Context: an optimization exercise on an open-source flow, tuned for small area. The choices shown serve that exercise and are no tape-out recipe. In this exercise RTL edits were held to simulation tests only and were not proved equivalent to the original.

==> flow/design.v <==
module sqrt_u32 (
    input  wire        clk,
    input  wire        rst_n,
    input  wire        valid_in,
    input  wire [31:0] data_i,
    output wire        valid_out,
    output wire [15:0] data_o
);
    reg [2:0] v;
    always @(posedge clk or negedge rst_n)
        if (!rst_n) v <= 3'd0;
        else v <= {v[1:0], valid_in};
    assign valid_out = v[2];
    wire [31:0] x0_d, x0;
    wire [1:0] r1_d, r1;
    wire [0:0] q1_d, q1;
    wire [29:0] x1_d, x1;
    wire [2:0] r2_d, r2;
    wire [1:0] q2_d, q2;
    wire [27:0] x2_d, x2;
    wire [3:0] r3_d, r3;
    wire [2:0] q3_d, q3;
    wire [25:0] x3_d, x3;
    wire [4:0] r4_d, r4;
    wire [3:0] q4_d, q4;
    wire [23:0] x4_d, x4;
    wire [5:0] r5_d, r5;
    wire [4:0] q5_d, q5;
    wire [21:0] x5_d, x5;
    wire [6:0] r6_d, r6;
    wire [5:0] q6_d, q6;
    wire [19:0] x6_d, x6;
    wire [7:0] r7_d, r7;
    wire [6:0] q7_d, q7;
    wire [17:0] x7_d, x7;
    wire [8:0] r8_d, r8;
    wire [7:0] q8_d, q8;
    wire [15:0] x8_d, x8;
    wire [9:0] r9_d, r9;
    wire [8:0] q9_d, q9;
    wire [13:0] x9_d, x9;
    wire [10:0] r10_d, r10;
    wire [9:0] q10_d, q10;
    wire [11:0] x10_d, x10;
    wire [11:0] r11_d, r11;
    wire [10:0] q11_d, q11;
    wire [9:0] x11_d, x11;
    wire [12:0] r12_d, r12;
    wire [11:0] q12_d, q12;
    wire [7:0] x12_d, x12;
    wire [13:0] r13_d, r13;
    wire [12:0] q13_d, q13;
    wire [5:0] x13_d, x13;
    wire [14:0] r14_d, r14;
    wire [13:0] q14_d, q14;
    wire [3:0] x14_d, x14;
    wire [14:0] q15_d, q15;
    wire [1:0] x15_d, x15;
    wire [15:0] q16_d, q16;
    assign x0_d = data_i;
    assign x0 = x0_d;
    assign r1 = r1_d;
    assign q1 = q1_d;
    assign x1 = x1_d;
    assign r2 = r2_d;
    assign q2 = q2_d;
    assign x2 = x2_d;
    assign r3 = r3_d;
    assign q3 = q3_d;
    assign x3 = x3_d;
    assign r4 = r4_d;
    assign q4 = q4_d;
    assign x4 = x4_d;
    assign r5 = r5_d;
    assign q5 = q5_d;
    assign x5 = x5_d;
    assign r6 = r6_d;
    assign q6 = q6_d;
    assign x6 = x6_d;
    reg  [7:0] r7_q;
    reg  [6:0] q7_q;
    reg  [17:0] x7_q;
    always @(posedge clk) begin
        r7_q <= r7_d;
        q7_q <= q7_d;
        x7_q <= x7_d;
    end
    assign r7 = r7_q;
    assign q7 = q7_q;
    assign x7 = x7_q;
    assign r8 = r8_d;
    assign q8 = q8_d;
    assign x8 = x8_d;
    assign r9 = r9_d;
    assign q9 = q9_d;
    assign x9 = x9_d;
    assign r10 = r10_d;
    assign q10 = q10_d;
    assign x10 = x10_d;
    reg  [11:0] r11_q;
    reg  [10:0] q11_q;
    reg  [9:0] x11_q;
    always @(posedge clk) begin
        r11_q <= r11_d;
        q11_q <= q11_d;
        x11_q <= x11_d;
    end
    assign r11 = r11_q;
    assign q11 = q11_q;
    assign x11 = x11_q;
    assign r12 = r12_d;
    assign q12 = q12_d;
    assign x12 = x12_d;
    assign r13 = r13_d;
    assign q13 = q13_d;
    assign x13 = x13_d;
    assign r14 = r14_d;
    assign q14 = q14_d;
    assign x14 = x14_d;
    assign q15 = q15_d;
    assign x15 = x15_d;
    reg  [15:0] q16_q;
    always @(posedge clk) begin
        q16_q <= q16_d;
    end
    assign q16 = q16_q;
    wire [1:0] t0 = x0[31:30];
    wire [2:0] d0 = {1'b0, t0} - 3'd1;
    wire ge0 = ~d0[2];
    assign r1_d = ge0 ? d0[1:0] : t0[1:0];
    assign x1_d = x0[29:0];
    assign q1_d = ge0;
    wire [3:0] t1 = {r1, x1[29:28]};
    wire [4:0] c1;
    wire [3:0] d1;
    wire [3:0] n1 = {1'b1, ~q1, 2'b10};
    assign c1[0] = 1'b1;
    assign d1[0] = t1[0] ^ n1[0] ^ c1[0];
    assign c1[1] = (t1[0] & n1[0]) | (t1[0] & c1[0]) | (n1[0] & c1[0]);
    assign d1[1] = t1[1] ^ n1[1] ^ c1[1];
    assign c1[2] = (t1[1] & n1[1]) | (t1[1] & c1[1]) | (n1[1] & c1[1]);
    assign d1[2] = t1[2] ^ n1[2] ^ c1[2];
    assign c1[3] = (t1[2] & n1[2]) | (t1[2] & c1[2]) | (n1[2] & c1[2]);
    assign d1[3] = t1[3] ^ n1[3] ^ c1[3];
    assign c1[4] = (t1[3] & n1[3]) | (t1[3] & c1[3]) | (n1[3] & c1[3]);
    wire ge1 = c1[4];
    assign r2_d = ge1 ? d1[2:0] : t1[2:0];
    assign x2_d = x1[27:0];
    assign q2_d = {q1, ge1};
    wire [4:0] t2 = {r2, x2[27:26]};
    wire [5:0] c2;
    wire [4:0] d2;
    wire [4:0] n2 = {1'b1, ~q2, 2'b10};
    assign c2[0] = 1'b1;
    assign d2[0] = t2[0] ^ n2[0] ^ c2[0];
    assign c2[1] = (t2[0] & n2[0]) | (t2[0] & c2[0]) | (n2[0] & c2[0]);
    assign d2[1] = t2[1] ^ n2[1] ^ c2[1];
    assign c2[2] = (t2[1] & n2[1]) | (t2[1] & c2[1]) | (n2[1] & c2[1]);
    assign d2[2] = t2[2] ^ n2[2] ^ c2[2];
    assign c2[3] = (t2[2] & n2[2]) | (t2[2] & c2[2]) | (n2[2] & c2[2]);
    assign d2[3] = t2[3] ^ n2[3] ^ c2[3];
    assign c2[4] = (t2[3] & n2[3]) | (t2[3] & c2[3]) | (n2[3] & c2[3]);
    assign d2[4] = t2[4] ^ n2[4] ^ c2[4];
    assign c2[5] = (t2[4] & n2[4]) | (t2[4] & c2[4]) | (n2[4] & c2[4]);
    wire ge2 = c2[5];
    assign r3_d = ge2 ? d2[3:0] : t2[3:0];
    assign x3_d = x2[25:0];
    assign q3_d = {q2, ge2};
    wire [5:0] t3 = {r3, x3[25:24]};
    wire [6:0] c3;
    wire [5:0] d3;
    wire [5:0] n3 = {1'b1, ~q3, 2'b10};
    assign c3[0] = 1'b1;
    assign d3[0] = t3[0] ^ n3[0] ^ c3[0];
    assign c3[1] = (t3[0] & n3[0]) | (t3[0] & c3[0]) | (n3[0] & c3[0]);
    assign d3[1] = t3[1] ^ n3[1] ^ c3[1];
    assign c3[2] = (t3[1] & n3[1]) | (t3[1] & c3[1]) | (n3[1] & c3[1]);
    assign d3[2] = t3[2] ^ n3[2] ^ c3[2];
    assign c3[3] = (t3[2] & n3[2]) | (t3[2] & c3[2]) | (n3[2] & c3[2]);
    assign d3[3] = t3[3] ^ n3[3] ^ c3[3];
    assign c3[4] = (t3[3] & n3[3]) | (t3[3] & c3[3]) | (n3[3] & c3[3]);
    assign d3[4] = t3[4] ^ n3[4] ^ c3[4];
    assign c3[5] = (t3[4] & n3[4]) | (t3[4] & c3[4]) | (n3[4] & c3[4]);
    assign d3[5] = t3[5] ^ n3[5] ^ c3[5];
    assign c3[6] = (t3[5] & n3[5]) | (t3[5] & c3[5]) | (n3[5] & c3[5]);
    wire ge3 = c3[6];
    assign r4_d = ge3 ? d3[4:0] : t3[4:0];
    assign x4_d = x3[23:0];
    assign q4_d = {q3, ge3};
    wire [6:0] t4 = {r4, x4[23:22]};
    wire [7:0] c4;
    wire [6:0] d4;
    wire [6:0] n4 = {1'b1, ~q4, 2'b10};
    assign c4[0] = 1'b1;
    assign d4[0] = t4[0] ^ n4[0] ^ c4[0];
    assign c4[1] = (t4[0] & n4[0]) | (t4[0] & c4[0]) | (n4[0] & c4[0]);
    assign d4[1] = t4[1] ^ n4[1] ^ c4[1];
    assign c4[2] = (t4[1] & n4[1]) | (t4[1] & c4[1]) | (n4[1] & c4[1]);
    assign d4[2] = t4[2] ^ n4[2] ^ c4[2];
    assign c4[3] = (t4[2] & n4[2]) | (t4[2] & c4[2]) | (n4[2] & c4[2]);
    assign d4[3] = t4[3] ^ n4[3] ^ c4[3];
    assign c4[4] = (t4[3] & n4[3]) | (t4[3] & c4[3]) | (n4[3] & c4[3]);
    assign d4[4] = t4[4] ^ n4[4] ^ c4[4];
    assign c4[5] = (t4[4] & n4[4]) | (t4[4] & c4[4]) | (n4[4] & c4[4]);
    assign d4[5] = t4[5] ^ n4[5] ^ c4[5];
    assign c4[6] = (t4[5] & n4[5]) | (t4[5] & c4[5]) | (n4[5] & c4[5]);
    assign d4[6] = t4[6] ^ n4[6] ^ c4[6];
    assign c4[7] = (t4[6] & n4[6]) | (t4[6] & c4[6]) | (n4[6] & c4[6]);
    wire ge4 = c4[7];
    assign r5_d = ge4 ? d4[5:0] : t4[5:0];
    assign x5_d = x4[21:0];
    assign q5_d = {q4, ge4};
    wire [7:0] t5 = {r5, x5[21:20]};
    wire [8:0] c5;
    wire [7:0] d5;
    wire [7:0] n5 = {1'b1, ~q5, 2'b10};
    assign c5[0] = 1'b1;
    assign d5[0] = t5[0] ^ n5[0] ^ c5[0];
    assign c5[1] = (t5[0] & n5[0]) | (t5[0] & c5[0]) | (n5[0] & c5[0]);
    assign d5[1] = t5[1] ^ n5[1] ^ c5[1];
    assign c5[2] = (t5[1] & n5[1]) | (t5[1] & c5[1]) | (n5[1] & c5[1]);
    assign d5[2] = t5[2] ^ n5[2] ^ c5[2];
    assign c5[3] = (t5[2] & n5[2]) | (t5[2] & c5[2]) | (n5[2] & c5[2]);
    assign d5[3] = t5[3] ^ n5[3] ^ c5[3];
    assign c5[4] = (t5[3] & n5[3]) | (t5[3] & c5[3]) | (n5[3] & c5[3]);
    assign d5[4] = t5[4] ^ n5[4] ^ c5[4];
    assign c5[5] = (t5[4] & n5[4]) | (t5[4] & c5[4]) | (n5[4] & c5[4]);
    assign d5[5] = t5[5] ^ n5[5] ^ c5[5];
    assign c5[6] = (t5[5] & n5[5]) | (t5[5] & c5[5]) | (n5[5] & c5[5]);
    assign d5[6] = t5[6] ^ n5[6] ^ c5[6];
    assign c5[7] = (t5[6] & n5[6]) | (t5[6] & c5[6]) | (n5[6] & c5[6]);
    assign d5[7] = t5[7] ^ n5[7] ^ c5[7];
    assign c5[8] = (t5[7] & n5[7]) | (t5[7] & c5[7]) | (n5[7] & c5[7]);
    wire ge5 = c5[8];
    assign r6_d = ge5 ? d5[6:0] : t5[6:0];
    assign x6_d = x5[19:0];
    assign q6_d = {q5, ge5};
    wire [8:0] t6 = {r6, x6[19:18]};
    wire [9:0] c6;
    wire [8:0] d6;
    wire [8:0] n6 = {1'b1, ~q6, 2'b10};
    assign c6[0] = 1'b1;
    assign d6[0] = t6[0] ^ n6[0] ^ c6[0];
    assign c6[1] = (t6[0] & n6[0]) | (t6[0] & c6[0]) | (n6[0] & c6[0]);
    assign d6[1] = t6[1] ^ n6[1] ^ c6[1];
    assign c6[2] = (t6[1] & n6[1]) | (t6[1] & c6[1]) | (n6[1] & c6[1]);
    assign d6[2] = t6[2] ^ n6[2] ^ c6[2];
    assign c6[3] = (t6[2] & n6[2]) | (t6[2] & c6[2]) | (n6[2] & c6[2]);
    assign d6[3] = t6[3] ^ n6[3] ^ c6[3];
    assign c6[4] = (t6[3] & n6[3]) | (t6[3] & c6[3]) | (n6[3] & c6[3]);
    assign d6[4] = t6[4] ^ n6[4] ^ c6[4];
    assign c6[5] = (t6[4] & n6[4]) | (t6[4] & c6[4]) | (n6[4] & c6[4]);
    assign d6[5] = t6[5] ^ n6[5] ^ c6[5];
    assign c6[6] = (t6[5] & n6[5]) | (t6[5] & c6[5]) | (n6[5] & c6[5]);
    assign d6[6] = t6[6] ^ n6[6] ^ c6[6];
    assign c6[7] = (t6[6] & n6[6]) | (t6[6] & c6[6]) | (n6[6] & c6[6]);
    assign d6[7] = t6[7] ^ n6[7] ^ c6[7];
    assign c6[8] = (t6[7] & n6[7]) | (t6[7] & c6[7]) | (n6[7] & c6[7]);
    assign d6[8] = t6[8] ^ n6[8] ^ c6[8];
    assign c6[9] = (t6[8] & n6[8]) | (t6[8] & c6[8]) | (n6[8] & c6[8]);
    wire ge6 = c6[9];
    assign r7_d = ge6 ? d6[7:0] : t6[7:0];
    assign x7_d = x6[17:0];
    assign q7_d = {q6, ge6};
    wire [9:0] t7 = {r7, x7[17:16]};
    wire [10:0] c7;
    wire [9:0] d7;
    wire [9:0] n7 = {1'b1, ~q7, 2'b10};
    assign c7[0] = 1'b1;
    assign d7[0] = t7[0] ^ n7[0] ^ c7[0];
    assign c7[1] = (t7[0] & n7[0]) | (t7[0] & c7[0]) | (n7[0] & c7[0]);
    assign d7[1] = t7[1] ^ n7[1] ^ c7[1];
    assign c7[2] = (t7[1] & n7[1]) | (t7[1] & c7[1]) | (n7[1] & c7[1]);
    assign d7[2] = t7[2] ^ n7[2] ^ c7[2];
    assign c7[3] = (t7[2] & n7[2]) | (t7[2] & c7[2]) | (n7[2] & c7[2]);
    assign d7[3] = t7[3] ^ n7[3] ^ c7[3];
    assign c7[4] = (t7[3] & n7[3]) | (t7[3] & c7[3]) | (n7[3] & c7[3]);
    assign d7[4] = t7[4] ^ n7[4] ^ c7[4];
    assign c7[5] = (t7[4] & n7[4]) | (t7[4] & c7[4]) | (n7[4] & c7[4]);
    assign d7[5] = t7[5] ^ n7[5] ^ c7[5];
    assign c7[6] = (t7[5] & n7[5]) | (t7[5] & c7[5]) | (n7[5] & c7[5]);
    assign d7[6] = t7[6] ^ n7[6] ^ c7[6];
    assign c7[7] = (t7[6] & n7[6]) | (t7[6] & c7[6]) | (n7[6] & c7[6]);
    assign d7[7] = t7[7] ^ n7[7] ^ c7[7];
    assign c7[8] = (t7[7] & n7[7]) | (t7[7] & c7[7]) | (n7[7] & c7[7]);
    assign d7[8] = t7[8] ^ n7[8] ^ c7[8];
    assign c7[9] = (t7[8] & n7[8]) | (t7[8] & c7[8]) | (n7[8] & c7[8]);
    assign d7[9] = t7[9] ^ n7[9] ^ c7[9];
    assign c7[10] = (t7[9] & n7[9]) | (t7[9] & c7[9]) | (n7[9] & c7[9]);
    wire ge7 = c7[10];
    assign r8_d = ge7 ? d7[8:0] : t7[8:0];
    assign x8_d = x7[15:0];
    assign q8_d = {q7, ge7};
    wire [10:0] t8 = {r8, x8[15:14]};
    wire [11:0] c8;
    wire [10:0] d8;
    wire [10:0] n8 = {1'b1, ~q8, 2'b10};
    assign c8[0] = 1'b1;
    assign d8[0] = t8[0] ^ n8[0] ^ c8[0];
    assign c8[1] = (t8[0] & n8[0]) | (t8[0] & c8[0]) | (n8[0] & c8[0]);
    assign d8[1] = t8[1] ^ n8[1] ^ c8[1];
    assign c8[2] = (t8[1] & n8[1]) | (t8[1] & c8[1]) | (n8[1] & c8[1]);
    assign d8[2] = t8[2] ^ n8[2] ^ c8[2];
    assign c8[3] = (t8[2] & n8[2]) | (t8[2] & c8[2]) | (n8[2] & c8[2]);
    assign d8[3] = t8[3] ^ n8[3] ^ c8[3];
    assign c8[4] = (t8[3] & n8[3]) | (t8[3] & c8[3]) | (n8[3] & c8[3]);
    assign d8[4] = t8[4] ^ n8[4] ^ c8[4];
    assign c8[5] = (t8[4] & n8[4]) | (t8[4] & c8[4]) | (n8[4] & c8[4]);
    assign d8[5] = t8[5] ^ n8[5] ^ c8[5];
    assign c8[6] = (t8[5] & n8[5]) | (t8[5] & c8[5]) | (n8[5] & c8[5]);
    assign d8[6] = t8[6] ^ n8[6] ^ c8[6];
    assign c8[7] = (t8[6] & n8[6]) | (t8[6] & c8[6]) | (n8[6] & c8[6]);
    assign d8[7] = t8[7] ^ n8[7] ^ c8[7];
    assign c8[8] = (t8[7] & n8[7]) | (t8[7] & c8[7]) | (n8[7] & c8[7]);
    assign d8[8] = t8[8] ^ n8[8] ^ c8[8];
    assign c8[9] = (t8[8] & n8[8]) | (t8[8] & c8[8]) | (n8[8] & c8[8]);
    assign d8[9] = t8[9] ^ n8[9] ^ c8[9];
    assign c8[10] = (t8[9] & n8[9]) | (t8[9] & c8[9]) | (n8[9] & c8[9]);
    assign d8[10] = t8[10] ^ n8[10] ^ c8[10];
    assign c8[11] = (t8[10] & n8[10]) | (t8[10] & c8[10]) | (n8[10] & c8[10]);
    wire ge8 = c8[11];
    assign r9_d = ge8 ? d8[9:0] : t8[9:0];
    assign x9_d = x8[13:0];
    assign q9_d = {q8, ge8};
    wire [11:0] t9 = {r9, x9[13:12]};
    wire [12:0] c9;
    wire [11:0] d9;
    wire [11:0] n9 = {1'b1, ~q9, 2'b10};
    assign c9[0] = 1'b1;
    assign d9[0] = t9[0] ^ n9[0] ^ c9[0];
    assign c9[1] = (t9[0] & n9[0]) | (t9[0] & c9[0]) | (n9[0] & c9[0]);
    assign d9[1] = t9[1] ^ n9[1] ^ c9[1];
    assign c9[2] = (t9[1] & n9[1]) | (t9[1] & c9[1]) | (n9[1] & c9[1]);
    assign d9[2] = t9[2] ^ n9[2] ^ c9[2];
    assign c9[3] = (t9[2] & n9[2]) | (t9[2] & c9[2]) | (n9[2] & c9[2]);
    assign d9[3] = t9[3] ^ n9[3] ^ c9[3];
    assign c9[4] = (t9[3] & n9[3]) | (t9[3] & c9[3]) | (n9[3] & c9[3]);
    assign d9[4] = t9[4] ^ n9[4] ^ c9[4];
    assign c9[5] = (t9[4] & n9[4]) | (t9[4] & c9[4]) | (n9[4] & c9[4]);
    assign d9[5] = t9[5] ^ n9[5] ^ c9[5];
    assign c9[6] = (t9[5] & n9[5]) | (t9[5] & c9[5]) | (n9[5] & c9[5]);
    assign d9[6] = t9[6] ^ n9[6] ^ c9[6];
    assign c9[7] = (t9[6] & n9[6]) | (t9[6] & c9[6]) | (n9[6] & c9[6]);
    assign d9[7] = t9[7] ^ n9[7] ^ c9[7];
    assign c9[8] = (t9[7] & n9[7]) | (t9[7] & c9[7]) | (n9[7] & c9[7]);
    assign d9[8] = t9[8] ^ n9[8] ^ c9[8];
    assign c9[9] = (t9[8] & n9[8]) | (t9[8] & c9[8]) | (n9[8] & c9[8]);
    assign d9[9] = t9[9] ^ n9[9] ^ c9[9];
    assign c9[10] = (t9[9] & n9[9]) | (t9[9] & c9[9]) | (n9[9] & c9[9]);
    assign d9[10] = t9[10] ^ n9[10] ^ c9[10];
    assign c9[11] = (t9[10] & n9[10]) | (t9[10] & c9[10]) | (n9[10] & c9[10]);
    assign d9[11] = t9[11] ^ n9[11] ^ c9[11];
    assign c9[12] = (t9[11] & n9[11]) | (t9[11] & c9[11]) | (n9[11] & c9[11]);
    wire ge9 = c9[12];
    assign r10_d = ge9 ? d9[10:0] : t9[10:0];
    assign x10_d = x9[11:0];
    assign q10_d = {q9, ge9};
    wire [12:0] t10 = {r10, x10[11:10]};
    wire [13:0] c10;
    wire [12:0] d10;
    wire [12:0] n10 = {1'b1, ~q10, 2'b10};
    assign c10[0] = 1'b1;
    assign d10[0] = t10[0] ^ n10[0] ^ c10[0];
    assign c10[1] = (t10[0] & n10[0]) | (t10[0] & c10[0]) | (n10[0] & c10[0]);
    assign d10[1] = t10[1] ^ n10[1] ^ c10[1];
    assign c10[2] = (t10[1] & n10[1]) | (t10[1] & c10[1]) | (n10[1] & c10[1]);
    assign d10[2] = t10[2] ^ n10[2] ^ c10[2];
    assign c10[3] = (t10[2] & n10[2]) | (t10[2] & c10[2]) | (n10[2] & c10[2]);
    assign d10[3] = t10[3] ^ n10[3] ^ c10[3];
    assign c10[4] = (t10[3] & n10[3]) | (t10[3] & c10[3]) | (n10[3] & c10[3]);
    assign d10[4] = t10[4] ^ n10[4] ^ c10[4];
    assign c10[5] = (t10[4] & n10[4]) | (t10[4] & c10[4]) | (n10[4] & c10[4]);
    assign d10[5] = t10[5] ^ n10[5] ^ c10[5];
    assign c10[6] = (t10[5] & n10[5]) | (t10[5] & c10[5]) | (n10[5] & c10[5]);
    assign d10[6] = t10[6] ^ n10[6] ^ c10[6];
    assign c10[7] = (t10[6] & n10[6]) | (t10[6] & c10[6]) | (n10[6] & c10[6]);
    assign d10[7] = t10[7] ^ n10[7] ^ c10[7];
    assign c10[8] = (t10[7] & n10[7]) | (t10[7] & c10[7]) | (n10[7] & c10[7]);
    assign d10[8] = t10[8] ^ n10[8] ^ c10[8];
    assign c10[9] = (t10[8] & n10[8]) | (t10[8] & c10[8]) | (n10[8] & c10[8]);
    assign d10[9] = t10[9] ^ n10[9] ^ c10[9];
    assign c10[10] = (t10[9] & n10[9]) | (t10[9] & c10[9]) | (n10[9] & c10[9]);
    assign d10[10] = t10[10] ^ n10[10] ^ c10[10];
    assign c10[11] = (t10[10] & n10[10]) | (t10[10] & c10[10]) | (n10[10] & c10[10]);
    assign d10[11] = t10[11] ^ n10[11] ^ c10[11];
    assign c10[12] = (t10[11] & n10[11]) | (t10[11] & c10[11]) | (n10[11] & c10[11]);
    assign d10[12] = t10[12] ^ n10[12] ^ c10[12];
    assign c10[13] = (t10[12] & n10[12]) | (t10[12] & c10[12]) | (n10[12] & c10[12]);
    wire ge10 = c10[13];
    assign r11_d = ge10 ? d10[11:0] : t10[11:0];
    assign x11_d = x10[9:0];
    assign q11_d = {q10, ge10};
    wire [13:0] t11 = {r11, x11[9:8]};
    wire [14:0] c11;
    wire [13:0] d11;
    wire [13:0] n11 = {1'b1, ~q11, 2'b10};
    assign c11[0] = 1'b1;
    assign d11[0] = t11[0] ^ n11[0] ^ c11[0];
    assign c11[1] = (t11[0] & n11[0]) | (t11[0] & c11[0]) | (n11[0] & c11[0]);
    assign d11[1] = t11[1] ^ n11[1] ^ c11[1];
    assign c11[2] = (t11[1] & n11[1]) | (t11[1] & c11[1]) | (n11[1] & c11[1]);
    assign d11[2] = t11[2] ^ n11[2] ^ c11[2];
    assign c11[3] = (t11[2] & n11[2]) | (t11[2] & c11[2]) | (n11[2] & c11[2]);
    assign d11[3] = t11[3] ^ n11[3] ^ c11[3];
    assign c11[4] = (t11[3] & n11[3]) | (t11[3] & c11[3]) | (n11[3] & c11[3]);
    assign d11[4] = t11[4] ^ n11[4] ^ c11[4];
    assign c11[5] = (t11[4] & n11[4]) | (t11[4] & c11[4]) | (n11[4] & c11[4]);
    assign d11[5] = t11[5] ^ n11[5] ^ c11[5];
    assign c11[6] = (t11[5] & n11[5]) | (t11[5] & c11[5]) | (n11[5] & c11[5]);
    assign d11[6] = t11[6] ^ n11[6] ^ c11[6];
    assign c11[7] = (t11[6] & n11[6]) | (t11[6] & c11[6]) | (n11[6] & c11[6]);
    assign d11[7] = t11[7] ^ n11[7] ^ c11[7];
    assign c11[8] = (t11[7] & n11[7]) | (t11[7] & c11[7]) | (n11[7] & c11[7]);
    assign d11[8] = t11[8] ^ n11[8] ^ c11[8];
    assign c11[9] = (t11[8] & n11[8]) | (t11[8] & c11[8]) | (n11[8] & c11[8]);
    assign d11[9] = t11[9] ^ n11[9] ^ c11[9];
    assign c11[10] = (t11[9] & n11[9]) | (t11[9] & c11[9]) | (n11[9] & c11[9]);
    assign d11[10] = t11[10] ^ n11[10] ^ c11[10];
    assign c11[11] = (t11[10] & n11[10]) | (t11[10] & c11[10]) | (n11[10] & c11[10]);
    assign d11[11] = t11[11] ^ n11[11] ^ c11[11];
    assign c11[12] = (t11[11] & n11[11]) | (t11[11] & c11[11]) | (n11[11] & c11[11]);
    assign d11[12] = t11[12] ^ n11[12] ^ c11[12];
    assign c11[13] = (t11[12] & n11[12]) | (t11[12] & c11[12]) | (n11[12] & c11[12]);
    assign d11[13] = t11[13] ^ n11[13] ^ c11[13];
    assign c11[14] = (t11[13] & n11[13]) | (t11[13] & c11[13]) | (n11[13] & c11[13]);
    wire ge11 = c11[14];
    assign r12_d = ge11 ? d11[12:0] : t11[12:0];
    assign x12_d = x11[7:0];
    assign q12_d = {q11, ge11};
    wire [14:0] t12 = {r12, x12[7:6]};
    wire [15:0] c12;
    wire [14:0] d12;
    wire [14:0] n12 = {1'b1, ~q12, 2'b10};
    assign c12[0] = 1'b1;
    assign d12[0] = t12[0] ^ n12[0] ^ c12[0];
    assign c12[1] = (t12[0] & n12[0]) | (t12[0] & c12[0]) | (n12[0] & c12[0]);
    assign d12[1] = t12[1] ^ n12[1] ^ c12[1];
    assign c12[2] = (t12[1] & n12[1]) | (t12[1] & c12[1]) | (n12[1] & c12[1]);
    assign d12[2] = t12[2] ^ n12[2] ^ c12[2];
    assign c12[3] = (t12[2] & n12[2]) | (t12[2] & c12[2]) | (n12[2] & c12[2]);
    assign d12[3] = t12[3] ^ n12[3] ^ c12[3];
    assign c12[4] = (t12[3] & n12[3]) | (t12[3] & c12[3]) | (n12[3] & c12[3]);
    assign d12[4] = t12[4] ^ n12[4] ^ c12[4];
    assign c12[5] = (t12[4] & n12[4]) | (t12[4] & c12[4]) | (n12[4] & c12[4]);
    assign d12[5] = t12[5] ^ n12[5] ^ c12[5];
    assign c12[6] = (t12[5] & n12[5]) | (t12[5] & c12[5]) | (n12[5] & c12[5]);
    assign d12[6] = t12[6] ^ n12[6] ^ c12[6];
    assign c12[7] = (t12[6] & n12[6]) | (t12[6] & c12[6]) | (n12[6] & c12[6]);
    assign d12[7] = t12[7] ^ n12[7] ^ c12[7];
    assign c12[8] = (t12[7] & n12[7]) | (t12[7] & c12[7]) | (n12[7] & c12[7]);
    assign d12[8] = t12[8] ^ n12[8] ^ c12[8];
    assign c12[9] = (t12[8] & n12[8]) | (t12[8] & c12[8]) | (n12[8] & c12[8]);
    assign d12[9] = t12[9] ^ n12[9] ^ c12[9];
    assign c12[10] = (t12[9] & n12[9]) | (t12[9] & c12[9]) | (n12[9] & c12[9]);
    assign d12[10] = t12[10] ^ n12[10] ^ c12[10];
    assign c12[11] = (t12[10] & n12[10]) | (t12[10] & c12[10]) | (n12[10] & c12[10]);
    assign d12[11] = t12[11] ^ n12[11] ^ c12[11];
    assign c12[12] = (t12[11] & n12[11]) | (t12[11] & c12[11]) | (n12[11] & c12[11]);
    assign d12[12] = t12[12] ^ n12[12] ^ c12[12];
    assign c12[13] = (t12[12] & n12[12]) | (t12[12] & c12[12]) | (n12[12] & c12[12]);
    assign d12[13] = t12[13] ^ n12[13] ^ c12[13];
    assign c12[14] = (t12[13] & n12[13]) | (t12[13] & c12[13]) | (n12[13] & c12[13]);
    assign d12[14] = t12[14] ^ n12[14] ^ c12[14];
    assign c12[15] = (t12[14] & n12[14]) | (t12[14] & c12[14]) | (n12[14] & c12[14]);
    wire ge12 = c12[15];
    assign r13_d = ge12 ? d12[13:0] : t12[13:0];
    assign x13_d = x12[5:0];
    assign q13_d = {q12, ge12};
    wire [15:0] t13 = {r13, x13[5:4]};
    wire [16:0] c13;
    wire [15:0] d13;
    wire [15:0] n13 = {1'b1, ~q13, 2'b10};
    assign c13[0] = 1'b1;
    assign d13[0] = t13[0] ^ n13[0] ^ c13[0];
    assign c13[1] = (t13[0] & n13[0]) | (t13[0] & c13[0]) | (n13[0] & c13[0]);
    assign d13[1] = t13[1] ^ n13[1] ^ c13[1];
    assign c13[2] = (t13[1] & n13[1]) | (t13[1] & c13[1]) | (n13[1] & c13[1]);
    assign d13[2] = t13[2] ^ n13[2] ^ c13[2];
    assign c13[3] = (t13[2] & n13[2]) | (t13[2] & c13[2]) | (n13[2] & c13[2]);
    assign d13[3] = t13[3] ^ n13[3] ^ c13[3];
    assign c13[4] = (t13[3] & n13[3]) | (t13[3] & c13[3]) | (n13[3] & c13[3]);
    assign d13[4] = t13[4] ^ n13[4] ^ c13[4];
    assign c13[5] = (t13[4] & n13[4]) | (t13[4] & c13[4]) | (n13[4] & c13[4]);
    assign d13[5] = t13[5] ^ n13[5] ^ c13[5];
    assign c13[6] = (t13[5] & n13[5]) | (t13[5] & c13[5]) | (n13[5] & c13[5]);
    assign d13[6] = t13[6] ^ n13[6] ^ c13[6];
    assign c13[7] = (t13[6] & n13[6]) | (t13[6] & c13[6]) | (n13[6] & c13[6]);
    assign d13[7] = t13[7] ^ n13[7] ^ c13[7];
    assign c13[8] = (t13[7] & n13[7]) | (t13[7] & c13[7]) | (n13[7] & c13[7]);
    assign d13[8] = t13[8] ^ n13[8] ^ c13[8];
    assign c13[9] = (t13[8] & n13[8]) | (t13[8] & c13[8]) | (n13[8] & c13[8]);
    assign d13[9] = t13[9] ^ n13[9] ^ c13[9];
    assign c13[10] = (t13[9] & n13[9]) | (t13[9] & c13[9]) | (n13[9] & c13[9]);
    assign d13[10] = t13[10] ^ n13[10] ^ c13[10];
    assign c13[11] = (t13[10] & n13[10]) | (t13[10] & c13[10]) | (n13[10] & c13[10]);
    assign d13[11] = t13[11] ^ n13[11] ^ c13[11];
    assign c13[12] = (t13[11] & n13[11]) | (t13[11] & c13[11]) | (n13[11] & c13[11]);
    assign d13[12] = t13[12] ^ n13[12] ^ c13[12];
    assign c13[13] = (t13[12] & n13[12]) | (t13[12] & c13[12]) | (n13[12] & c13[12]);
    assign d13[13] = t13[13] ^ n13[13] ^ c13[13];
    assign c13[14] = (t13[13] & n13[13]) | (t13[13] & c13[13]) | (n13[13] & c13[13]);
    assign d13[14] = t13[14] ^ n13[14] ^ c13[14];
    assign c13[15] = (t13[14] & n13[14]) | (t13[14] & c13[14]) | (n13[14] & c13[14]);
    assign d13[15] = t13[15] ^ n13[15] ^ c13[15];
    assign c13[16] = (t13[15] & n13[15]) | (t13[15] & c13[15]) | (n13[15] & c13[15]);
    wire ge13 = c13[16];
    assign r14_d = ge13 ? d13[14:0] : t13[14:0];
    assign x14_d = x13[3:0];
    assign q14_d = {q13, ge13};
    wire [16:0] t14 = {r14, x14[3:2]};
    wire [17:0] c14;
    wire [16:0] d14;
    wire [16:0] n14 = {1'b1, ~q14, 2'b10};
    assign c14[0] = 1'b1;
    assign d14[0] = t14[0] ^ n14[0] ^ c14[0];
    assign c14[1] = (t14[0] & n14[0]) | (t14[0] & c14[0]) | (n14[0] & c14[0]);
    assign d14[1] = t14[1] ^ n14[1] ^ c14[1];
    assign c14[2] = (t14[1] & n14[1]) | (t14[1] & c14[1]) | (n14[1] & c14[1]);
    assign d14[2] = t14[2] ^ n14[2] ^ c14[2];
    assign c14[3] = (t14[2] & n14[2]) | (t14[2] & c14[2]) | (n14[2] & c14[2]);
    assign d14[3] = t14[3] ^ n14[3] ^ c14[3];
    assign c14[4] = (t14[3] & n14[3]) | (t14[3] & c14[3]) | (n14[3] & c14[3]);
    assign d14[4] = t14[4] ^ n14[4] ^ c14[4];
    assign c14[5] = (t14[4] & n14[4]) | (t14[4] & c14[4]) | (n14[4] & c14[4]);
    assign d14[5] = t14[5] ^ n14[5] ^ c14[5];
    assign c14[6] = (t14[5] & n14[5]) | (t14[5] & c14[5]) | (n14[5] & c14[5]);
    assign d14[6] = t14[6] ^ n14[6] ^ c14[6];
    assign c14[7] = (t14[6] & n14[6]) | (t14[6] & c14[6]) | (n14[6] & c14[6]);
    assign d14[7] = t14[7] ^ n14[7] ^ c14[7];
    assign c14[8] = (t14[7] & n14[7]) | (t14[7] & c14[7]) | (n14[7] & c14[7]);
    assign d14[8] = t14[8] ^ n14[8] ^ c14[8];
    assign c14[9] = (t14[8] & n14[8]) | (t14[8] & c14[8]) | (n14[8] & c14[8]);
    assign d14[9] = t14[9] ^ n14[9] ^ c14[9];
    assign c14[10] = (t14[9] & n14[9]) | (t14[9] & c14[9]) | (n14[9] & c14[9]);
    assign d14[10] = t14[10] ^ n14[10] ^ c14[10];
    assign c14[11] = (t14[10] & n14[10]) | (t14[10] & c14[10]) | (n14[10] & c14[10]);
    assign d14[11] = t14[11] ^ n14[11] ^ c14[11];
    assign c14[12] = (t14[11] & n14[11]) | (t14[11] & c14[11]) | (n14[11] & c14[11]);
    assign d14[12] = t14[12] ^ n14[12] ^ c14[12];
    assign c14[13] = (t14[12] & n14[12]) | (t14[12] & c14[12]) | (n14[12] & c14[12]);
    assign d14[13] = t14[13] ^ n14[13] ^ c14[13];
    assign c14[14] = (t14[13] & n14[13]) | (t14[13] & c14[13]) | (n14[13] & c14[13]);
    assign d14[14] = t14[14] ^ n14[14] ^ c14[14];
    assign c14[15] = (t14[14] & n14[14]) | (t14[14] & c14[14]) | (n14[14] & c14[14]);
    assign d14[15] = t14[15] ^ n14[15] ^ c14[15];
    assign c14[16] = (t14[15] & n14[15]) | (t14[15] & c14[15]) | (n14[15] & c14[15]);
    assign d14[16] = t14[16] ^ n14[16] ^ c14[16];
    assign c14[17] = (t14[16] & n14[16]) | (t14[16] & c14[16]) | (n14[16] & c14[16]);
    wire ge14 = c14[17];
    assign q15_d = {q14, ge14};
    wire [17:0] a1_a = {d14[15:0], x14[1:0]};
    wire [17:0] a1_n = ~({1'b0, q14, 3'b101});
    wire [18:0] a1_c;
    assign a1_c[0] = 1'b1;
    assign a1_c[1] = (a1_a[0] & a1_n[0]) | (a1_a[0] & a1_c[0]) | (a1_n[0] & a1_c[0]);
    assign a1_c[2] = (a1_a[1] & a1_n[1]) | (a1_a[1] & a1_c[1]) | (a1_n[1] & a1_c[1]);
    assign a1_c[3] = (a1_a[2] & a1_n[2]) | (a1_a[2] & a1_c[2]) | (a1_n[2] & a1_c[2]);
    assign a1_c[4] = (a1_a[3] & a1_n[3]) | (a1_a[3] & a1_c[3]) | (a1_n[3] & a1_c[3]);
    assign a1_c[5] = (a1_a[4] & a1_n[4]) | (a1_a[4] & a1_c[4]) | (a1_n[4] & a1_c[4]);
    assign a1_c[6] = (a1_a[5] & a1_n[5]) | (a1_a[5] & a1_c[5]) | (a1_n[5] & a1_c[5]);
    assign a1_c[7] = (a1_a[6] & a1_n[6]) | (a1_a[6] & a1_c[6]) | (a1_n[6] & a1_c[6]);
    assign a1_c[8] = (a1_a[7] & a1_n[7]) | (a1_a[7] & a1_c[7]) | (a1_n[7] & a1_c[7]);
    assign a1_c[9] = (a1_a[8] & a1_n[8]) | (a1_a[8] & a1_c[8]) | (a1_n[8] & a1_c[8]);
    assign a1_c[10] = (a1_a[9] & a1_n[9]) | (a1_a[9] & a1_c[9]) | (a1_n[9] & a1_c[9]);
    assign a1_c[11] = (a1_a[10] & a1_n[10]) | (a1_a[10] & a1_c[10]) | (a1_n[10] & a1_c[10]);
    assign a1_c[12] = (a1_a[11] & a1_n[11]) | (a1_a[11] & a1_c[11]) | (a1_n[11] & a1_c[11]);
    assign a1_c[13] = (a1_a[12] & a1_n[12]) | (a1_a[12] & a1_c[12]) | (a1_n[12] & a1_c[12]);
    assign a1_c[14] = (a1_a[13] & a1_n[13]) | (a1_a[13] & a1_c[13]) | (a1_n[13] & a1_c[13]);
    assign a1_c[15] = (a1_a[14] & a1_n[14]) | (a1_a[14] & a1_c[14]) | (a1_n[14] & a1_c[14]);
    assign a1_c[16] = (a1_a[15] & a1_n[15]) | (a1_a[15] & a1_c[15]) | (a1_n[15] & a1_c[15]);
    assign a1_c[17] = (a1_a[16] & a1_n[16]) | (a1_a[16] & a1_c[16]) | (a1_n[16] & a1_c[16]);
    assign a1_c[18] = (a1_a[17] & a1_n[17]) | (a1_a[17] & a1_c[17]) | (a1_n[17] & a1_c[17]);
    wire a1 = a1_c[18];
    wire [17:0] a0_a = {t14[15:0], x14[1:0]};
    wire [17:0] a0_n = ~({1'b0, q14, 3'b001});
    wire [18:0] a0_c;
    assign a0_c[0] = 1'b1;
    assign a0_c[1] = (a0_a[0] & a0_n[0]) | (a0_a[0] & a0_c[0]) | (a0_n[0] & a0_c[0]);
    assign a0_c[2] = (a0_a[1] & a0_n[1]) | (a0_a[1] & a0_c[1]) | (a0_n[1] & a0_c[1]);
    assign a0_c[3] = (a0_a[2] & a0_n[2]) | (a0_a[2] & a0_c[2]) | (a0_n[2] & a0_c[2]);
    assign a0_c[4] = (a0_a[3] & a0_n[3]) | (a0_a[3] & a0_c[3]) | (a0_n[3] & a0_c[3]);
    assign a0_c[5] = (a0_a[4] & a0_n[4]) | (a0_a[4] & a0_c[4]) | (a0_n[4] & a0_c[4]);
    assign a0_c[6] = (a0_a[5] & a0_n[5]) | (a0_a[5] & a0_c[5]) | (a0_n[5] & a0_c[5]);
    assign a0_c[7] = (a0_a[6] & a0_n[6]) | (a0_a[6] & a0_c[6]) | (a0_n[6] & a0_c[6]);
    assign a0_c[8] = (a0_a[7] & a0_n[7]) | (a0_a[7] & a0_c[7]) | (a0_n[7] & a0_c[7]);
    assign a0_c[9] = (a0_a[8] & a0_n[8]) | (a0_a[8] & a0_c[8]) | (a0_n[8] & a0_c[8]);
    assign a0_c[10] = (a0_a[9] & a0_n[9]) | (a0_a[9] & a0_c[9]) | (a0_n[9] & a0_c[9]);
    assign a0_c[11] = (a0_a[10] & a0_n[10]) | (a0_a[10] & a0_c[10]) | (a0_n[10] & a0_c[10]);
    assign a0_c[12] = (a0_a[11] & a0_n[11]) | (a0_a[11] & a0_c[11]) | (a0_n[11] & a0_c[11]);
    assign a0_c[13] = (a0_a[12] & a0_n[12]) | (a0_a[12] & a0_c[12]) | (a0_n[12] & a0_c[12]);
    assign a0_c[14] = (a0_a[13] & a0_n[13]) | (a0_a[13] & a0_c[13]) | (a0_n[13] & a0_c[13]);
    assign a0_c[15] = (a0_a[14] & a0_n[14]) | (a0_a[14] & a0_c[14]) | (a0_n[14] & a0_c[14]);
    assign a0_c[16] = (a0_a[15] & a0_n[15]) | (a0_a[15] & a0_c[15]) | (a0_n[15] & a0_c[15]);
    assign a0_c[17] = (a0_a[16] & a0_n[16]) | (a0_a[16] & a0_c[16]) | (a0_n[16] & a0_c[16]);
    assign a0_c[18] = (a0_a[17] & a0_n[17]) | (a0_a[17] & a0_c[17]) | (a0_n[17] & a0_c[17]);
    wire a0 = a0_c[18];
    wire ge15 = ge14 ? a1 : a0;
    assign q16_d = {q15, ge15};
    assign data_o = q16;
endmodule
==> flow/flow/run.sh <==
#!/bin/bash
# Standard layout (standard.sh), except that synthesis skips Yosys's full-adder extraction
# (ADDER_MAP_FILE empty), so ABC maps the carry chains itself.
# - input and output ports get the smallest buffer (buf_1).
export BUFFER_PORTS_ARGS="-buffer_cell sky130_fd_sc_hd__buf_1"
# - clock tree without dummy loads.
export CTS_ARGS="-sink_clustering_enable -repair_clock_nets -buf_list sky130_fd_sc_hd__clkbuf_8 -dont_use_dummy_load"
set -euo pipefail
export ADDER_MAP_FILE=
bash standard.sh > standard.log 2>&1
==> flow/standard.sh <==
#!/bin/bash
# synth_recipe.tcl (not shown) runs the flow's synth.tcl, then flattens the netlist and writes it again
# the make line also repeats each setting of config.mk as NAME=value (left out here)
make -C /OpenROAD-flow-scripts/flow DESIGN_CONFIG=/design/flow/config.mk WORK_HOME=/design/flow/orfs CLKGATE_MAP_FILE= SYNTH_SCRIPT=/design/flow/synth_recipe.tcl "${@:-finish}"
==> flow/config.mk <==
export PLATFORM = sky130hd
export DESIGN_NAME = sqrt_u32
export DESIGN_NICKNAME = sqrt_u32
export VERILOG_FILES = /design/flow/design.v
export SDC_FILE = /design/flow/constraint.sdc
export NUM_CORES = 4
export LEC_CHECK = 0
export ABC_AREA = 1
export CAP_MARGIN = 20
export CORE_MARGIN = 2
export CORE_UTILIZATION = 55
export CTS_BUF_LIST = sky130_fd_sc_hd__clkbuf_8
export GPL_TIMING_DRIVEN = 0
export PLACE_DENSITY = 0.65
export SETUP_SLACK_MARGIN = -0.4
export SLEW_MARGIN = 20
==> flow/constraint.sdc <==
create_clock -name core_clock -period 9.0 [get_ports {clk}]
set_input_delay 1.8000 -clock core_clock [delete_from_list [all_inputs] [get_ports {clk}]]
set_output_delay 1.8000 -clock core_clock [all_outputs]
set_load 0.01 [all_outputs]
==> results of run 1 <==
-- placed cells by master, fill, tap and decap left out, types with 4 or more instances in the layout --
cell,netlist,routed
a21oi_1,16,16
buf_1,0,51
buf_2,4,4
buf_6,4,4
clkbuf_1,5,5
clkbuf_8,0,9
dfxtp_1,82,81
inv_1,121,121
nand2_1,507,507
nand2_2,63,63
nand2_4,4,4
nand3_1,70,70
nand3_2,7,7
nand3b_1,6,6
nor2_1,47,47
o21ai_0,77,75
o21ai_1,2,4
o22ai_1,9,9
or2_2,25,25
xnor2_1,47,47
xor2_1,49,49
-- cells by family (layout without fill, tap and decap cells) --
logic type / Yosys count / count (layout) / share of synthesized area (%)
AO/OA/AOI/OAI: 115 / 115 / 8.908
XOR/XNOR: 96 / 96 / 12.05
multiplexers: 2 / 2 / 0.2868
adder cells (fa/ha/maj): 2 / 2 / 0.2868
AND/OR/NAND/NOR: 736 / 736 / 45.64
flip-flops: 85 / 85 / 24.59
buffers and inverters: 141 / 201 / 8.245
-- metrics by stage --
stage / hold WS [ns] / setup TNS, ns
final: 0.3214 / 0
after global routing: 0.3339 / -4.647
after CTS: 0.3264 / 0
after detailed placement: 0.3121 / 0
after global placement: 0.3112 / 0
after floorplan: 0.3096 / 0
-- routing by layer --
metal / wire (µm) / part of all wire (%) / global-route usage, % / vias to the layer above
met1: 7329 / 48 / 30.37 / 2913
li1: - / - / - / 3776
met2: 7398 / 48 / 44.42 / 71
met3: 389 / 2.5 / 4.463 / 20
met4: 275 / 1.8 / 8.157 / 0
met5: 0 / 0 / 0 / -
-- worst paths after layout --
path	cells past startpoint	start	end
setup / recovery	49	data_i[31]	r7_q[3]$_DFF_P_
hold / removal	0	x7_q[4]$_DFF_P_	x11_q[4]$_DFF_P_
setup reg to reg	99	q11_q[0]$_DFF_P_	q16_q[0]$_DFF_P_
hold reg to reg	0	x7_q[4]$_DFF_P_	x11_q[4]$_DFF_P_
max in group asynchronous	1	rst_n	v[2]$_DFF_PN0_
min in group asynchronous	1	rst_n	v[0]$_DFF_PN0_
-- area by class of cell --
class                           count  area, µm²  area share (%)
Sequential cell                    85       1718           22.86
Inverter                          125      473.0           6.293
Timing Repair Buffer               51      191.4           2.547
Buffer                             16      106.4           1.415
Tap cell                          172      215.2           2.863
Clock buffer                        9      123.9           1.648
Multi-Input combinational cell    951       4688           62.38
-- critical path: cells and delay by family --
family	cells	cell delay (ns)
buffers and inverters	8	1.24
AO/OA/AOI/OAI	8	1.48
AND/OR/NAND/NOR	30	3.41
XOR/XNOR	3	0.50
-- state kept, by name, summed over array words and instances, names as in the netlist --
register and cells:
q7_q 7, r7_q 8, x7_q 18, q11_q 11, r11_q 12, x11_q 10, q16_q 16, v 3
-- repair_timing --
item,in CTS,in global routing
endpoints found under the setup margin,0,15
hold buffers,0,0
gates resized for setup,0,5
==> run summary, run 1 <==
CTS tree -> done
Synth unique cells -> 37
Synth-to-Final Area Change -> 7.672%
Ys flop type -> dfxtp_1
EDFF count, synth -> 0
First-pass GRT wire length -> 26,710 µm
Yosys reg bits -> 85
CP max stage cell -> nor2_1
Worst hold path type -> reg -> reg
Post-synthesis cell count -> 1,177
Clk Latency, worst-skew pair -> 0.38 ns
Synth Warn # -> 1
Top cell type's share of synthesized area -> 27.26%
Critical Path RT -> 9.23 ns
Core area -> 12,520 µm²
Routed len/inst -> 10.92 µm
Slew @ Worst Pin -> 0.6821 ns
Clk pin slew, worst setup/hold paths -> 0.09 ns
Sequential area share after synthesis -> 24.59%
Count leader, synth -> nand2_1
Slew HR -> 54.04%
Final Hold Vio Count -> 0
# nets final -> 1,274
Vias in the first global route -> 6,061
DP Cell Count -> 1,400
Final setup violation count -> 0
Gr usage total -> 24.91%
First-pass DRT Iterations -> 4
DRC violations left -> 0
Vias -> 6,780
WP data arrival -> 8.45 ns
Dpl hpwl -> 12,450 µm
Pin count of the biggest net entering global routing -> 17
Status -> finished clean
Die footprint -> 13,610 µm²
Clk buf depth -> 2
CP startpoint kind -> primary input
DR iter-0 viols -> 279
Clock Skews -> 0.02200 ns
Antenna fix cells -> 0
Yosys top cell by area -> nand2_1
Post-CTS setup buffers -> 0
DP Area -> 7387 µm²
Num rows -> 41
Post-route ant nets -> 0
PortBufs -> 51
Initial Util -> 55.77%
CP max stage delay -> 0.40 ns
Layout cell share with drive strength beyond 1 -> 10.51%
DIE WIDTH -> 116.7 µm
PnR worst setup slack -> 0.7786 ns
Die H -> 116.7 µm
Most Frequent Cell on Critical Path -> nand2_1
Final Util -> 60.05%
Global placement routability congestion -> 0.8750
Inserted Clock Buffers -> 9
Clk sinks -> 85
Syn Std Cell Area -> 6980 µm²
Crit-path max FO -> 10
Synth top area cells -> nand2_1, dfxtp_1, inv_1
Tcrit/Tclk final -> 91.35%
Pre-CTS WS -> 0.1913 ns
Setup CP Type -> in -> reg
Max Cap Violations -> 0
Fmax -> 121.6 MHz
Finished Layout Cells -> 1,409
Fill cells -> 1,291
Initial antenna violation count -> 0
Total grt overflow -> 0
Synthesized Nets -> 1,212
Syn avg cell area -> 5.931 µm²
Ys async rst share -> 3.529%
Post-Route WL -> 15,390 µm
Final Critical Period -> 8.221 ns
Worst reg-to-reg setup slack -> 0.87 ns
Drt via density -> 4.812
Clock root cell -> clkbuf_8
Setup crit end kind -> register
Count of final max-slew check failures -> 0
H-tree Lvls -> 3
Final Cell Area -> 7516 µm²
Top cells by count, synth -> nand2_1, inv_1, dfxtp_1
I/O pins -> 52
==> inputs of run 2 (changes only) <==
==> flow/flow/run.sh (replaced) <==
#!/bin/bash
# Standard layout (standard.sh), except that synthesis skips Yosys's full-adder extraction
# (ADDER_MAP_FILE empty), so ABC maps the carry chains itself.
# - input and output ports get the smallest buffer (buf_1).
export BUFFER_PORTS_ARGS="-buffer_cell sky130_fd_sc_hd__buf_1"
# - clock tree with larger leaf clusters and no dummy loads.
export CTS_ARGS="-sink_clustering_enable -repair_clock_nets -buf_list sky130_fd_sc_hd__clkbuf_8 -dont_use_dummy_load -sink_clustering_size 25 -sink_clustering_max_diameter 80"
set -euo pipefail
export ADDER_MAP_FILE=
bash standard.sh > standard.log 2>&1
--- a/flow/config.mk
+++ b/flow/config.mk
@@ -12,5 +12,4 @@
 export CTS_BUF_LIST = sky130_fd_sc_hd__clkbuf_8
 export GPL_TIMING_DRIVEN = 0
 export PLACE_DENSITY = 0.65
-export SETUP_SLACK_MARGIN = -0.4
 export SLEW_MARGIN = 20
==> run summary, run 2 <==
Global placement routability congestion -> 0.8750 (unchanged)
Tcrit/Tclk final -> 89.81% (-1.5 points)
Cts hold-fix bufs -> 0 (unchanged)
CP max stage cell -> or2_2
Sequential area share after synthesis -> 24.59% (unchanged)
Layout cell share with drive strength beyond 1 -> 11.24% (+0.73 points)
Pin count of the biggest net entering global routing -> 17 (unchanged)
Die H -> 116.7 µm (unchanged)
Initial Util -> 55.77% (unchanged)
First-pass DRT Iterations -> 9 (+5)
Largest register FFs -> 18 (unchanged)
Setup crit end kind -> register
Yosys reg bits -> 85 (unchanged)
Slew HR -> 53.42% (-0.62 points)
Commonest non-fill, non-tap cells in the layout -> nand2_1, inv_1, dfxtp_1, o21ai_0, nand3_1
Vias in the first global route -> 6,061 (unchanged)
Routed len/inst -> 11.01 µm (+0.75%)
Clock root cell -> clkbuf_8
Clk pin slew, worst setup/hold paths -> 0.09 ns (about the same)
DR iter-0 viols -> 279 (unchanged)
Drt via density -> 4.843 (+0.65%)
Commonest non-fill, non-tap cell in the layout -> nand2_1
Syn avg cell area -> 5.931 µm² (unchanged)
I/O pins -> 52 (unchanged)
Antenna fix cells -> 0 (unchanged)
Count of final max-slew check failures -> 0 (unchanged)
Gates resized, CTS repair -> 0 (unchanged)
Clock Skews -> 0.02148 ns (-0.0005149 ns)
Slew @ Worst Pin -> 0.6914 ns (+0.009274 ns)
First-pass GRT wire length -> 26,710 µm (unchanged)
Top cells by count, synth -> nand2_1, inv_1, dfxtp_1
Die footprint -> 13,610 µm² (unchanged)
Post-Route WL -> 15,510 µm (+0.75%)
Post-synthesis cell count -> 1,177 (unchanged)
Dpl hpwl -> 12,450 µm (unchanged)
DIE WIDTH -> 116.7 µm (unchanged)
Largest register by flop count -> x7_q
Synthesized Nets -> 1,212 (unchanged)
Critical Path RT -> 9.24 ns (about the same)
Inserted Clock Buffers -> 9 (unchanged)
CP startpoint kind -> primary input
Final Hold Vio Count -> 0 (unchanged)
Core area -> 12,520 µm² (unchanged)
Vias -> 6,824 (+0.65%)
Worst Path Buf+Inv -> 7 (-1)
Clk sinks -> 85 (unchanged)
PortBufs -> 51 (unchanged)
Final setup violation count -> 0 (unchanged)
Clk buf depth -> 2 (unchanged)
Setup CP Type -> in -> reg
Synth Warn # -> 1 (unchanged)
CTS tree -> done
Worst path top cell family by delay -> simple AND/OR/NAND/NOR gates
Regs by FF count -> x7_q (18), q16_q (16), r11_q (12)
Num rows -> 41 (unchanged)
Syn Std Cell Area -> 6980 µm² (unchanged)
H-tree Lvls -> 3 (unchanged)
Synth-to-Final Area Change -> 7.923%
# nets final -> 1,274 (unchanged)
Fill cells -> 1,292 (+0.077%)
Top cell type's share of synthesized area -> 27.26% (unchanged)
Gr usage total -> 24.91% (unchanged)
Post-route ant nets -> 0 (unchanged)
DP Cell Count -> 1,400 (unchanged)
DRC violations left -> 0 (unchanged)
Crit-path max FO -> 10 (unchanged)
Total grt overflow -> 0 (unchanged)
Final Critical Period -> 8.083 ns (-0.1385 ns)
EDFF count, synth -> 0 (unchanged)
Yosys top cell by area -> nand2_1
Count leader, synth -> nand2_1
Synth top area cells -> nand2_1, dfxtp_1, inv_1
Ys flop type -> dfxtp_1
Fmax -> 123.7 MHz (+1.7%)
WP data arrival -> 8.32 ns (-0.13 ns)
Initial antenna violation count -> 0 (unchanged)
Max Cap Violations -> 0 (unchanged)
Status -> finished clean
CP max stage delay -> 0.30 ns (-0.10 ns)
Post-CTS setup buffers -> 0 (unchanged)
Worst hold path type -> reg -> reg
Finished Layout Cells -> 1,409 (unchanged)
Clk Latency, worst-skew pair -> 0.38 ns (about the same)
Synth unique cells -> 37 (unchanged)
Ys async rst share -> 3.529% (unchanged)
Most Frequent Cell on Critical Path -> nand2_1
[run 2: cell counts after synthesis]
Identical to the previous run, type by type.
[run 2: final timing paths]
check	from	to	slack (ns)	cells past startpoint
worst max-delay path	data_i[30]	r7_q[3]$_DFF_P_	0.92	50
worst min register to register	x7_q[4]$_DFF_P_	x11_q[4]$_DFF_P_	0.32	0
worst min-delay path	x7_q[4]$_DFF_P_	x11_q[4]$_DFF_P_	0.32	0
max in group asynchronous	rst_n	v[2]$_DFF_PN0_	7.64	1
min in group asynchronous	rst_n	v[0]$_DFF_PN0_	1.22	1
worst max register to register	q11_q[0]$_DFF_P_	q16_q[0]$_DFF_P_	1.07	99
[run 2: worst register-to-register path: cells and delay by family (launching register included)]
| family | cells | cell delay (ns) |
|---|---|---|
| flip-flops | 1 | 0.44 |
| AND/OR/NAND/NOR | 92 | 6.50 |
| AO/OA/AOI/OAI | 3 | 0.27 |
| buffers and inverters | 4 | 0.60 |
[run 2: cell families (layout without fill, tap and decap cells)]
group | after synthesis | count (layout) | share of synthesized area [%]
compound gates | 115 | 115 | 8.908
xor+xnor | 96 | 96 | 12.05
fa+ha+maj | 2 | 2 | 0.2868
buf+inv | 141 | 201 | 8.245
flops | 85 | 85 | 24.59
mux | 2 | 2 | 0.2868
simple gates | 736 | 736 | 45.64
[run 2: cell type report]
type	instances	area, µm²	share of cell area, %
buffer	16	107.6	1.428
clock buffer	9	123.9	1.644
inverter	125	475.5	6.311
multi-input combinational	951	4700	62.38
sequential	85	1720	22.84
tap	172	215.2	2.857
timing repair buffer	51	191.4	2.541
[run 2: metal layers]
layer | wire length, µm | global-route usage (%) | vias up
li1 | - | - | 3781
met5 | 0 | 0 | -
met2 | 7550 | 44.42 | 81
met3 | 405 | 4.463 | 24
met4 | 299 | 8.157 | 0
met1 | 7252 | 30.37 | 2938
[run 2: metrics by stage]
step                      hold slack (ns)  util, %  setup TNS (ns)  worst slack (ns)  area, µm²
after floorplan                    0.3096        -               0             1.734       6980
after global placement             0.3112    59.02               0            0.3105       7387
after detailed placement           0.3121    59.02               0            0.1913       7387
after CTS                          0.3264    60.01               0            0.5793       7511
after global routing               0.3339    60.19      -0.0004645        -0.0004645       7533
final                              0.3203    60.19               0            0.9171       7533
==> inputs of run 3 (changes only) <==
==> flow/flow/run.sh (replaced) <==
#!/bin/bash
# Standard layout (standard.sh) with its own logic mapping:
# - synthesis skips Yosys's full-adder extraction (ADDER_MAP_FILE empty), so ABC maps the
#   carry chains itself;
# - ABC runs flow/area.abc instead of ORFS's script. Everything else in synthesis (registers,
#   flattening, renaming) is the standard synthesis script, patched only at the abc call.
export BUFFER_PORTS_ARGS="-buffer_cell sky130_fd_sc_hd__buf_1"
set -euo pipefail
here=$(pwd)
sed 's|^\(\s*\)log_cmd abc {\*}$abc_args|\1log_cmd abc {*}[lreplace $abc_args 1 1 $::env(MY_ABC_SCRIPT)]|' \
  "$FLOW_HOME/scripts/synth.tcl" > "$here/synth_abc.tcl"
grep -q 'MY_ABC_SCRIPT' "$here/synth_abc.tcl"
sed "s|\$::env(SCRIPTS_DIR)/synth.tcl|$here/synth_abc.tcl|" synth_recipe.tcl > "$here/synth_recipe_abc.tcl"
grep -q synth_abc.tcl "$here/synth_recipe_abc.tcl"
sed "s|SYNTH_SCRIPT=[^ ]*|SYNTH_SCRIPT=$here/synth_recipe_abc.tcl|" standard.sh > "$here/standard_abc.sh"
export ADDER_MAP_FILE=
export MY_ABC_SCRIPT="$here/flow/area.abc"
bash "$here/standard_abc.sh" > standard.log 2>&1
==> flow/flow/area.abc (new file) <==
strash
dch
map -B 0.9
topo
==> run summary, run 3 <==
Vias -> 6,977 (+2.2%)
Post-route ant nets -> 0 (unchanged)
Worst path top cell family by delay -> simple AND/OR/NAND/NOR gates
Setup CP Type -> reg -> reg
Syn Std Cell Area -> 6634 µm² (-5.0%)
Worst Min Path Start -> x7_q[0]$_DFF_P_
Drt via density -> 4.991 (+3.0%)
# nets final -> 1,281 (+0.55%)
Synthesized Nets -> 1,196 (-1.3%)
Count leader, synth -> nand2_1
Met3 wire length -> 413 µm (+2.0%)
Count of final max-slew check failures -> 0 (unchanged)
Clk buf depth -> 2 (unchanged)
DP Cell Count -> 1,359 (-2.9%)
Global placement routability congestion -> 0.8491 (-3.0%)
Critical Path RT -> 9.27 ns (+0.03 ns)
Clock root cell -> clkbuf_8
Dpl hpwl -> 11,530 µm (-7.3%)
I/O pins -> 52 (unchanged)
First-pass GRT wire length -> 25,050 µm (-6.2%)
Gr usage total -> 23.66% (-1.3 points)
Die footprint -> 12,960 µm² (-4.8%)
Worst Path Buf+Inv -> 2 (-5)
Largest register by flop count -> x7_q
Worst r2r dst -> q16_q[0]$_DFF_P_
First-pass DRT Iterations -> 8 (-1)
Antenna fix cells -> 0 (unchanged)
Synth-to-Final Area Change -> 17.03%
CP startpoint kind -> register
Hold EP -> x11_q[0]$_DFF_P_
Cts hold-fix bufs -> 0 (unchanged)
Syn avg cell area -> 5.714 µm² (-3.7%)
Synth Warn # -> 1 (unchanged)
CP max stage cell -> dfxtp_2
Synth top area cells -> nand2_1, dfxtp_1, clkinv_1
Slew HR -> 32.69% (-21 points)
Clock Skews -> 0.009863 ns (-0.01162 ns)
Critical R2R Launch -> x11_q[8]$_DFF_P_
Synth unique cells -> 22 (-41%)
DR iter-0 viols -> 308 (+10%)
Ys async rst share -> 3.529% (unchanged)
EDFF count, synth -> 0 (unchanged)
Ys flop type -> dfxtp_1
Initial Util -> 55.69% (-0.074 points)
Total grt overflow -> 0 (unchanged)
Pin count of the biggest net entering global routing -> 22 (+5)
Finished Layout Cells -> 1,398 (-0.78%)
Vias in the first global route -> 5,893 (-2.8%)
Regs by FF count -> x7_q (18), q16_q (16), r11_q (12)
Clk sinks -> 85 (unchanged)
H-tree Lvls -> 3 (unchanged)
Worst R2R Path Depth -> 96 (-3.0%)
Fill cells -> 1,173 (-9.2%)
Status -> finished clean
Top cell type's share of synthesized area -> 32.48% (+5.2 points)
Initial antenna violation count -> 0 (unchanged)
Commonest non-fill, non-tap cell in the layout -> nand2_1
Slew @ Worst Pin -> 1.003 ns (+0.3116 ns)
Crit-path max FO -> 14 (+4)
Worst hold path stage count -> 0 (unchanged)
Routed len/inst -> 10.97 µm (-0.30%)
Sequential area share after synthesis -> 25.88% (+1.3 points)
Met1 WL -> 6938 µm (-4.3%)
Fmax -> 120.9 MHz (-2.3%)
Inserted Clock Buffers -> 9 (unchanged)
Post-synthesis cell count -> 1,161 (-1.4%)
Setup crit end kind -> register
Met2 WL -> 7687 µm (+1.8%)
Register area -> 1729 µm² (+0.51%)
Top cells by count, synth -> nand2_1, clkinv_1, dfxtp_1, o21ai_0, nand3_1
CTS tree -> done
CP max stage delay -> 0.36 ns (+0.06 ns)
DIE WIDTH -> 113.8 µm (-2.4%)
Yosys top cell by area -> nand2_1
Die H -> 113.8 µm (-2.4%)
Commonest non-fill, non-tap cells in the layout -> nand2_1, clkinv_1, dfxtp_1, o21ai_0, nand3_1
Area of the multi-input gates -> 4815 µm² (+2.4%)
DRC violations left -> 0 (unchanged)
PortBufs -> 51 (unchanged)
Pre-CTS WS -> -3.033 ns (-3.224 ns)
Worst hold path type -> reg -> reg
Final Critical Period -> 8.273 ns (+0.1906 ns)
Clk pin slew, worst setup/hold paths -> 0.10 ns (about the same)
Max Cap Violations -> 0 (unchanged)
Core area -> 11,910 µm² (-4.8%)
Final Hold Vio Count -> 0 (unchanged)
Top layer in use -> met4
Num rows -> 40 (-2.4%)
PnR worst setup slack -> 0.7266 ns (-0.1906 ns)
Yosys reg bits -> 85 (unchanged)
Layout cell share with drive strength beyond 1 -> 12.71% (+1.5 points)
Clk Latency, worst-skew pair -> 0.38 ns (about the same)
Worst reg-to-reg setup slack -> 0.73 ns (-0.34 ns)
Largest register FFs -> 18 (unchanged)
Setup TNS -> 0 ns (unchanged)
Most Frequent Cell on Critical Path -> nand2_1
Tcrit/Tclk final -> 91.93% (+2.1 points)
Final setup violation count -> 0 (unchanged)
Post-Route WL -> 15,340 µm (-1.1%)
WP data arrival -> 8.55 ns (+0.23 ns)
## run 3: cell count changes in the layout (fill, tap and decap cells not counted), moves of 4 or more
cell      previous run  this run
nand2_2             65        47
buf_2                4         0
inv_1              119         0
nand2_1            505       517
clkinv_1             0       116
clkbuf_1             4         0
buf_4                3        19
buf_6                4         0
nand2_4              4        11
## run 3: per-stage QoR
step           utilization (%)  hold slack, ns  instance area (µm²)
2_1_floorplan                -          0.3096                 6634
3_3_place_gp             58.84          0.3101                 7009
3_5_place_dp             58.84          0.3139                 7009
4_1_cts                  61.86          0.3366                 7368
5_1_grt                  65.18          0.3406                 7764
6_report                 65.18          0.3334                 7764
## run 3: worst max path at each step
stage,startpoint,endpoint,slack [ns],depth (start not counted)
2_1_floorplan,q11_q[0]$_DFF_P_,q16_q[0]$_DFF_P_,0.04,98
3_3_place_gp,q11_q[0]$_DFF_P_,q16_q[0]$_DFF_P_,-2.92,98
3_5_place_dp,q11_q[0]$_DFF_P_,q16_q[0]$_DFF_P_,-3.03,98
4_1_cts,q7_q[0]$_DFF_P_,r11_q[2]$_DFF_P_,0.002,69
5_1_grt,q11_q[0]$_DFF_P_,q16_q[0]$_DFF_P_,-0.21,99
6_report,x11_q[8]$_DFF_P_,q16_q[0]$_DFF_P_,0.73,96
## run 3: repair_timing
| item | in CTS | in global routing |
|---|---|---|
| setup endpoints to repair | 6 | 24 |
| setup buffers | 4 | 15 |
| resized for setup | 33 | 94 |
| pin swaps | 2 | 13 |
| cloned | 3 | 1 |
## run 3: worst reg2reg max path, delay by kind of cell (launching register included)
| kind | cells | cell delay, ns |
|---|---|---|
| AOI/OAI and AO/OA | 2 | 0.17 |
| DFF | 1 | 0.36 |
| buffers and inverters | 2 | 0.23 |
| and+or+nand+nor | 92 | 7.44 |
## run 3: kinds of logic (layout without fill, tap and decap cells)
group           count (synthesis)  after routing  share of synthesized area, %
mux                             2              2                        0.3018
xor+xnor                       96             96                         12.67
flops                          85             85                         25.88
compound gates                115            115                         9.185
simple gates                  736            740                         44.59
buf+inv                       125            211                         7.073
fa+ha+maj                       2              2                        0.3018
## run 3: cell type report
type / count / area share [%]
clock buffers: 9 / 1.595
clock inverters: 7 / 0.9508
inverters: 125 / 6.495
multi-input cells: 955 / 62.01
flip-flops and latches: 85 / 22.27
well taps: 147 / 2.369
repair buffers: 70 / 4.303
## run 3: routing by layer
layer  GRT usage [%]  vias up
met5               0        -
met3           4.516       20
li1                -     3823
met4           6.016        0
met1           27.84     3058
met2           44.03       76

port drivers added, routing unchanged:
No port has a modelled driver above. Below, the same layouts with a new extraction and two added sets of constraints.
Step 1 assumes that a clkbuf_16 drives the clock port and a buf_2 every other input.
Step 2 moves the port delays by t, midway between the first and last clock arrival at a register: inputs arrive t later, outputs are due t later. That takes back most of the time a late clock gives input paths.
Slacks: no drivers / after step 1 / after step 2; pairs: no drivers / after step 1.
| run | t (ns) | setup WS [ns] | hold WS [ns] |
|---|---|---|---|
| run 1 | 0.409 | 0.779 / 0.798 / 0.389 | 0.321 / 0.321 / 0.321 |
| run 2 | 0.413 | 0.917 / 0.938 / 0.525 | 0.320 / 0.320 / 0.320 |
| run 3 | 0.416 | 0.727 / 0.727 / 0.585 | 0.333 / 0.333 / 0.333 |
After both steps every run listed still meets setup and hold. The setup slack of run 2, which loses most, moves by +0.021 ns with the drivers and by -0.392 ns with both steps.
